From an optimization exercise on the open Yosys and OpenROAD flow, aimed at small area; shortcuts taken in it are not production practice. The RTL was checked by simulation tests, not by an equivalence proof against the original design. No activity file was given, so power comes from the tool's default toggle rates.

==> flow/design.v <==
`timescale 1ns / 1ps
module hello(clk, rst, LED_F12, LCD_E, LCD_RS, LCD_RW, DB, SF_CE0,
                  BTN_NORTH, BTN_SOUTH, BTN_WEST, BTN_EAST
    );
input clk, rst, BTN_NORTH, BTN_SOUTH, BTN_WEST, BTN_EAST;
output reg LED_F12, LCD_RS, LCD_E, LCD_RW, SF_CE0;
output reg [3:0] DB;
localparam [0:(128*8)-1] first_line = "Hello World. This is a verilog module displaying on the LCD.                                                                   ";
localparam [0:(128*8)-1] second_line = "Second line of text. This is a string stored as a bit array.                                                                   ";
reg [31:0] lcd_init_wait_cur;
reg [31:0] cmd_wait_cur;
reg [8:0] display_init_command_cur;
reg [1:0] disp_state;
reg [1:0] disp_state_nxt;
reg [31:0] init_counter;
reg [31:0] cmd_counter;
reg [31:0] wait_after_clear;
reg [7:0] current_command;
reg [8:0] send_data_commands [17*2-1:0] ;
reg [3:0] current_init_step;
reg [2:0] current_cmd_step;
reg clear_display;
reg display_change;
reg btn_north_detected, btn_east_detected, btn_west_detected;
reg btn_east, btn_west, btn_north;
reg [5:0] cur_ptr;
integer loop;
reg cmd_ready;
reg cmd_or_data; reg [7:0] cmd; reg cmd_valid;
reg [1:0] cmd_state;
reg [1:0] cmd_state_nxt;
always @(*)
begin
    case (current_init_step)
        4'd0: lcd_init_wait_cur = 750000 ;
        4'd1: lcd_init_wait_cur = 750000 + 12 ;
        4'd2: lcd_init_wait_cur = 750000 + 12 + 205000 ;
        4'd3: lcd_init_wait_cur = 750000 + 12 + 205000 + 12 ;
        4'd4: lcd_init_wait_cur = 750000 + 12 + 205000 + 12 + 5000;
        4'd5: lcd_init_wait_cur = 750000 + 12 + 205000 + 12 + 5000 + 12 ;
        4'd6: lcd_init_wait_cur = 750000 + 12 + 205000 + 12 + 5000 + 12 + 2000 ;
        4'd7: lcd_init_wait_cur = 750000 + 12 + 205000 + 12 + 5000 + 12 + 2000 + 12 ;
        4'd8: lcd_init_wait_cur = 750000 + 12 + 205000 + 12 + 5000 + 12 + 2000 + 12 + 2000 ;
        default: lcd_init_wait_cur = 0;
    endcase
end
always @(*)
begin
    case (current_cmd_step)
        3'd0: cmd_wait_cur = 1;
        3'd1: cmd_wait_cur = 1 + 15;
        3'd2: cmd_wait_cur = 1 + 15 + 50;
        3'd3: cmd_wait_cur = 1 + 15 + 50 + 15;
        3'd4: cmd_wait_cur = 1 + 15 + 50 + 15 + 4000;
        default: cmd_wait_cur = 0;
    endcase
end
always @(*)
begin
    case (current_command[1:0])
        2'd0: display_init_command_cur = {1'b0, 8'h28};
        2'd1: display_init_command_cur = {1'b0, 8'b110};
        2'd2: display_init_command_cur = {1'b0, 8'h0c};
        default: display_init_command_cur = {1'b0, 8'b1};
    endcase
end
always @(posedge clk)
begin
    if (rst)
    begin
        clear_display <= 0;
        display_change <= 0;
        cur_ptr = 0;
        LED_F12 <= 0;
        btn_east <= 0;
        btn_west <= 0;
        btn_north <= 0;
        btn_east_detected <= 0;
        btn_west_detected <= 0;
        btn_north_detected <= 0;
    end
    else
    begin
    if (btn_north != BTN_NORTH)
    begin
        btn_north_detected <= 1;
        btn_north <= BTN_NORTH;
    end
    else btn_north_detected <= 0;
    if (btn_east != BTN_EAST)
    begin
        btn_east_detected <= 1;
        btn_east <= BTN_EAST;
    end
    else btn_east_detected <= 0;
    if (btn_west != BTN_WEST)
    begin
        btn_west_detected <= 1;
        btn_west <= BTN_WEST;
    end
    else btn_west_detected <= 0;
    if (disp_state == 3)
    begin
        if (btn_east_detected == 1 && btn_east == 1)
        begin
            display_change <= 1;
            cur_ptr = cur_ptr + 6'b1;
        end
        if (btn_west_detected == 1 && btn_west == 1)
        begin
            display_change <= 1;
            if (cur_ptr != 0) cur_ptr = cur_ptr - 6'b1;
        end
        if (btn_north_detected == 1 && btn_north == 1)
        begin
            clear_display <= 1;
        end
    end
    if (display_change == 1)
    begin
        LED_F12 <= ~LED_F12;
        display_change <= 0;
    end
    if (clear_display == 1)
        clear_display <= 0;
    end
end
task write_command_nibble;
    input [3:0] cmd;
    begin
        LCD_RW <= 0;
        DB <= cmd;
        LCD_E <=1;
     end
endtask
task write_pause;
    LCD_E <= 0;
endtask
task write_cmd_or_data(input [31:0] index, input cmd_or_data_, input [7:0] cmd_);
    begin
    if ((cmd_ready != 0) && (cmd_valid == 0))
    begin
        if (cmd_ready == 1)
        begin
            cmd_or_data <= cmd_or_data_;
            cmd <= cmd_;
            cmd_valid <= 1;
        end
    end
    if ((cmd_ready == 0) && (cmd_valid == 1))
    begin
        cmd_valid <= 0;
        current_command <= current_command + 1;
    end
    end
endtask
always @(posedge clk)
begin
    if (rst)
    begin
        cmd_state <= 0;
        cmd_state_nxt <= 0;
        cmd_ready <= 1;
        cmd_counter <= 0;
        current_cmd_step <= 0;
        LCD_E <= 0;
        DB <= 3'h3;
        LCD_RS <= 0;
        LCD_RW <= 0;
    end
    else
    begin
    case (cmd_state)
        0:
        begin
            if (cmd_valid == 1)
            begin
                cmd_state_nxt <= 1;
                cmd_ready <= 0;
            end
            cmd_counter <= 0;
            current_cmd_step <= 0;
        end
        1:
        begin
            LCD_RS <= cmd_or_data;
            if (cmd_counter == cmd_wait_cur )
            begin
                case (current_cmd_step)
                    0: write_command_nibble( cmd [7:4] );
                    1: LCD_E <= 0;
                    2: write_command_nibble( cmd [3:0] );
                    3: LCD_E <= 0;
                    4:
                        begin
                            cmd_state_nxt <= 0;
                            cmd_ready <= 1;
                        end
                endcase
                current_cmd_step <= (current_cmd_step + 3'h1);
            end
            cmd_counter <= cmd_counter + 1;
        end
    endcase
    cmd_state <= cmd_state_nxt;
    end
end
always @(posedge clk)
begin
    if (rst)
    begin
        disp_state <= 0;
        disp_state_nxt <= 0;
        init_counter <= 0;
        current_init_step <= 0;
        current_command <= 0;
        wait_after_clear <= 0;
        cmd_valid <= 0;
        cmd_or_data <= 0;
        cmd <= 0;
        SF_CE0 <= 0;
    end
    else
    begin
    case (disp_state)
        0:
        begin
            SF_CE0 <= 1;
            if (init_counter == lcd_init_wait_cur)
            begin
                if (current_init_step != 9-1)
                    current_init_step <= (current_init_step + 4'h1);
            end
            if (current_init_step == 9-1)
            begin
                disp_state_nxt <= 1;
                current_init_step <= 0;
                init_counter <= 0;
            end
            else
            begin
                init_counter <= init_counter + 1;
            end
            end
        1:
        begin
            if (current_command < 4)
                write_cmd_or_data( current_command, display_init_command_cur[8], display_init_command_cur[7:0]  );
            if ((current_command==4) && (cmd_ready != 0) && wait_after_clear <= 82000 ) wait_after_clear <= wait_after_clear + 1;
            if (wait_after_clear > 82000) begin
                wait_after_clear <=0;
                current_command <= 0;
                disp_state_nxt <= 2;
            end
        end
        2:
        begin
            send_data_commands[0] <= {1'b0, 8'h80};
            for (loop = 1; loop < 17; loop = loop + 1)
            begin
                send_data_commands[loop] <= {1'b1, first_line[(loop+cur_ptr)*8+:8] };
            end
            send_data_commands[17] <= {1'b0, 8'h80 | 8'h40};
            for (loop = 18; loop < 34; loop = loop + 1)
            begin
                send_data_commands[loop] <= {1'b1, second_line[(loop-17+cur_ptr)*8+:8] };
            end
            if (current_command < 34) write_cmd_or_data(current_command, send_data_commands[current_command][8], send_data_commands[current_command][7:0]);
            if ( (current_command==34) && (cmd_ready != 0) && (cmd_valid == 0) )
            begin
                current_command <= 0;
                disp_state_nxt <= 3;
            end
        end
        3:
        begin
            if (clear_display) disp_state_nxt <= 1;
            if (display_change) disp_state_nxt <= 2;
        end
        default:
        begin
        end
    endcase
    disp_state <= disp_state_nxt;
    end
end
endmodule
==> flow/run.sh <==
#!/bin/bash
# synth_recipe.tcl (not shown) runs the flow's synth.tcl, then flattens the netlist and writes it again
# the make line also repeats each setting of config.mk as NAME=value (left out here)
make -C /OpenROAD-flow-scripts/flow DESIGN_CONFIG=/design/flow/config.mk WORK_HOME=/design/flow/orfs CLKGATE_MAP_FILE= SYNTH_SCRIPT=/design/flow/synth_recipe.tcl finish
==> flow/config.mk <==
export PLATFORM = sky130hd
export DESIGN_NAME = hello
export DESIGN_NICKNAME = hello
export VERILOG_FILES = /design/flow/design.v
export SDC_FILE = /design/flow/constraint.sdc
export NUM_CORES = 4
export LEC_CHECK = 0
export CAP_MARGIN = 20
export CORE_MARGIN = 2
export CORE_UTILIZATION = 40
export PLACE_DENSITY = 0.6
export SLEW_MARGIN = 20
==> flow/constraint.sdc <==
create_clock -name core_clock -period 10.0 [get_ports {clk}]
set_input_delay 2.0000 -clock core_clock [delete_from_list [all_inputs] [get_ports {clk}]]
set_output_delay 2.0000 -clock core_clock [all_outputs]
set_load 0.01 [all_outputs]
==> notes.md <==
status complete, no violations; Longest Clk Path Bufs 3; Initial Utilization 40.30%; most used cell, CP buf_4; sequential fraction of the synthesis area 29.23%; crit path max fanout 69; Tightest Pin Transition 1.263 ns; die height 296.9 µm; GRT Residual Overflow 0; CTS tree built; leak pwr 0.01257 µW; Relative slew margins 15.47%; nets@finish 4470; maximum clock rate 194.2 MHz; die area 88140 µm²; EDFF count, synth 224; critical path arrival 5.42 ns; Buf/Inv on CP 2; Die Width 296.9 µm; GPL Wtd Cong 1.086; ANT nets after route 0; Sink Count 389; First-pass DRT Iterations 8; min-delay src clear_display; Clk network pwr share 50.1%; post-synth cell types 93; Max stage delay cell, worst path nor2_1; WS Path Type register to register; crit end category register; initial antenna violation count 10; final wirelength 165400 µm; final setup margin 4.850 ns; insertion delay to the later sink of the worst-skew pair 0.63 ns; Pins Over Slew Limit 0; Synth Net Count 4730; layout cells sized above 1 8.043%; Cell Area, Placed 35580 µm²; vias in the first global route 34068; Setup TNS 0 ns; skew final 0.04176 ns; postcts setup bufs 0; switching share of power 22.36%; Crit path max-delay family simple AND/OR/NAND/NOR gates; root buffer cell clkbuf_16; Max-Cap Viols 0; GRT Total Usage 35.57%; dominant synthesized flop cell edfxtp_1; Critical Path, Cell by Cell buf_4 > buf_4 > ha_1 > nand2_1 > nor2_1 > nor3_1; Crit. Startpoint cur_ptr[2]; Final min period 5.150 ns; H-tree depth 2; Hold Fails Final Rpt 0; FF+latch count, synth 389; Vias/cell 6.969; CTS resizes 0; drt wl/cell 29.68 µm; sw power 781.1 µW; largest net degree at the start of global routing 142; RSZ-0062 raised after global routing no; worst slack at placement 5.070 ns; Post-DP HPWL 111900 µm; Row Count 107; fin crit share 51.50%; Port Buffer Count 12; I/O pin cnt 15; reg2reg start cur_ptr[2]; maximum vdd drop 0.1309 mV; pwr dens 94.09 nW/µm²; Reg clk slew, reported paths 0.06 ns; startpoint types register; 1st-iter DRT viols 6758; synthesis-to-finish area growth 8.204%; Worst Hold Class register to register; Final Cell Area 37130 µm²; Cells after Synth 4652; TritonCTS Buffers 45; Sequential Power Share 48.3%; Ys Warns 2; cell area after synthesis 34310 µm²; Worst Path Required 10.27 ns; # setup viols final 0; drt drc 0; mean area per synthesized cell 7.376 µm²; first-pass GRT wire length 237700 µm; slowest stage delay, CP 1.00 ns; fill cell count 8742; CTS Hold Bufs 0; Via Count 38841; logic gate share of total power 1.6%; Pint 2712 µW; asr flop ratio synth 0%; CORE AREA 85150 µm²
[worst reg2reg max path, stage by stage, from the launching register on]
cell and delay (ns):
dfxtp_4 0.68, buf_4 0.53, buf_4 0.63, ha_1 0.99, nand2_1 0.74, nor2_1 1.00
nor3_1 0.26
[stage by stage]
step | std cells | power [µW] | hold slack, ns | util [%]
after CTS | 5570 | 3510 | 0.4320 | 43.57
after detailed placement | 5489 | 1776 | 0.4225 | 41.78
after global routing | 5570 | 3578 | 0.4366 | 43.60
after global placement | 5489 | 1776 | 0.4201 | 41.78
after floorplan | 4652 | 1761 | 0.3979 | -
final | 5573 | 3493 | 0.4319 | 43.60
[cells by family (layout without fill, tap and decap cells)]
family | after synthesis | in the layout | share of synthesized area, %
DFF | 389 | 389 | 29.23
and+or+nand+nor | 1745 | 1745 | 22.83
xor gates and xnor gates | 166 | 166 | 4.237
adders and majority gates | 75 | 75 | 2.713
AOI/OAI and AO/OA | 1678 | 1678 | 31.96
muxes | 64 | 64 | 3.078
buffers and inverters | 534 | 308 | 5.947
other | 1 | 4 | 0.01093
[routing by layer]
| metal | track usage, % | part of all wire (%) | vias up |
|---|---|---|---|
| met5 | 0 | 0.042 | - |
| met4 | 21.65 | 7.5 | 10 |
| met3 | 9.787 | 14 | 674 |
| met2 | 49.92 | 40 | 3030 |
| met1 | 48.24 | 38 | 18276 |
| li1 | - | - | 16851 |
[final timing paths]
path                                     to  slack (ns)  cells after the start
hold reg to reg               clear_display        0.43                      1
setup / recovery  send_data_commands[18][3]        4.85                      6
hold / removal                clear_display        0.43                      1
setup reg to reg  send_data_commands[18][3]        4.85                      6
[power by group through the flow]
stage	sequential (µW)	combinational, µW	clock, µW
final	1690	55.0	1750
after CTS	1690	54.4	1770
after floorplan	1720	39.4	0
after global routing	1690	60.4	1830
after detailed placement	1720	54.2	0
after global placement	1720	53.6	0
[synth_stat cells (all sizes together) (15+ instances only)]
cell type    n  area share, %
o22ai       56            1.0
a22o        15           0.38
ha          72            2.6
nor3       136            2.0
clkbuf     392            4.3
a221oi      36           0.92
nand4       51           0.93
o21ai      342            5.0
mux4        33            2.2
nor2b       41           0.75
o311ai      31           0.79
o221ai      28           0.71
a21oi      440            6.4
mux2i       29           0.85
nor2       574            6.3
nand2b      54           0.98
edfxtp     224             20
a21o        20           0.44
xor2        54            1.4
o31ai       39           0.85
a22oi      112            2.5
and2        32           0.59
nor4        29           0.57
o211ai      92            2.0
or3         27           0.49
and3        30           0.55
a21boi      21           0.46
dfxtp      165            9.6
o2111ai     19           0.48
a211oi     148            3.2
buf         73           0.85
nand2      580            6.3
inv         64           0.70
a311oi      55            1.4
nand3      123            1.8
a31oi       74            1.3
xnor2      112            2.9
[flip-flops by register name, summed over array words and instances (netlist names), 4 cells and up]
register            flops
current_init_step       4
init_counter           32
wait_after_clear       32
send_data_commands    224
DB                      4
cmd                     8
cmd_counter            32
cur_ptr                 6
current_command         8
lcd_init_wait_cur      15
[layout make-up]
type                       count  area [µm²]  share of cell area [%]
inverter                      69       259.0                  0.6976
timing repair buffer         158        1224                   3.296
clock inverter                20       277.8                  0.7481
multi-input combinational   3729       22640                   60.97
sequential                   389       10050                   27.06
clock buffer                  61        1242                   3.346
tap                         1144        1431                   3.855
antenna                        3       7.507                 0.02022
[placed cells by master, fill, tap and decap left out, types with 58 or more instances in the layout]
cell,n
ha_1,58
edfxtp_1,224
xnor2_1,78
a22oi_1,112
nand2_1,580
o21ai_0,339
nor2_1,568
buf_4,145
nand3_1,123
a31oi_1,74
a21oi_1,440
dfxtp_1,160
inv_1,61
a211oi_1,148
nor3_1,136
o211ai_1,92

## separate check: timing with driven ports
No port has a modelled driver above. Below, the same layout with a new extraction and two added sets of constraints.
Step 1 sets driving cells, clkbuf_16 on the clock port and buf_2 on the other inputs (assumed; they add their load-dependent delay and slew).
Step 2 adds t to the input delays and takes it off the output delays; t is the mean of the earliest and latest rising clock arrival at the registers after step 1. Input paths then give back, and output paths get back, about the clock's delay inside the block.
Slacks: ideal / step 1 / step 2; pairs: ideal / step 1.
t, ns: 0.678
slack for setup (ns): 4.850 / 4.850 / 4.850
latest minus earliest clock arrival (ns): 0.053 / 0.052
worst data-port slew with drivers (ns): 0.06
pins driven straight from the clock port: 1
After both steps this run still meets setup and hold. The setup slack of this run moves by 0.000 ns with the drivers and by 0.000 ns with both steps.
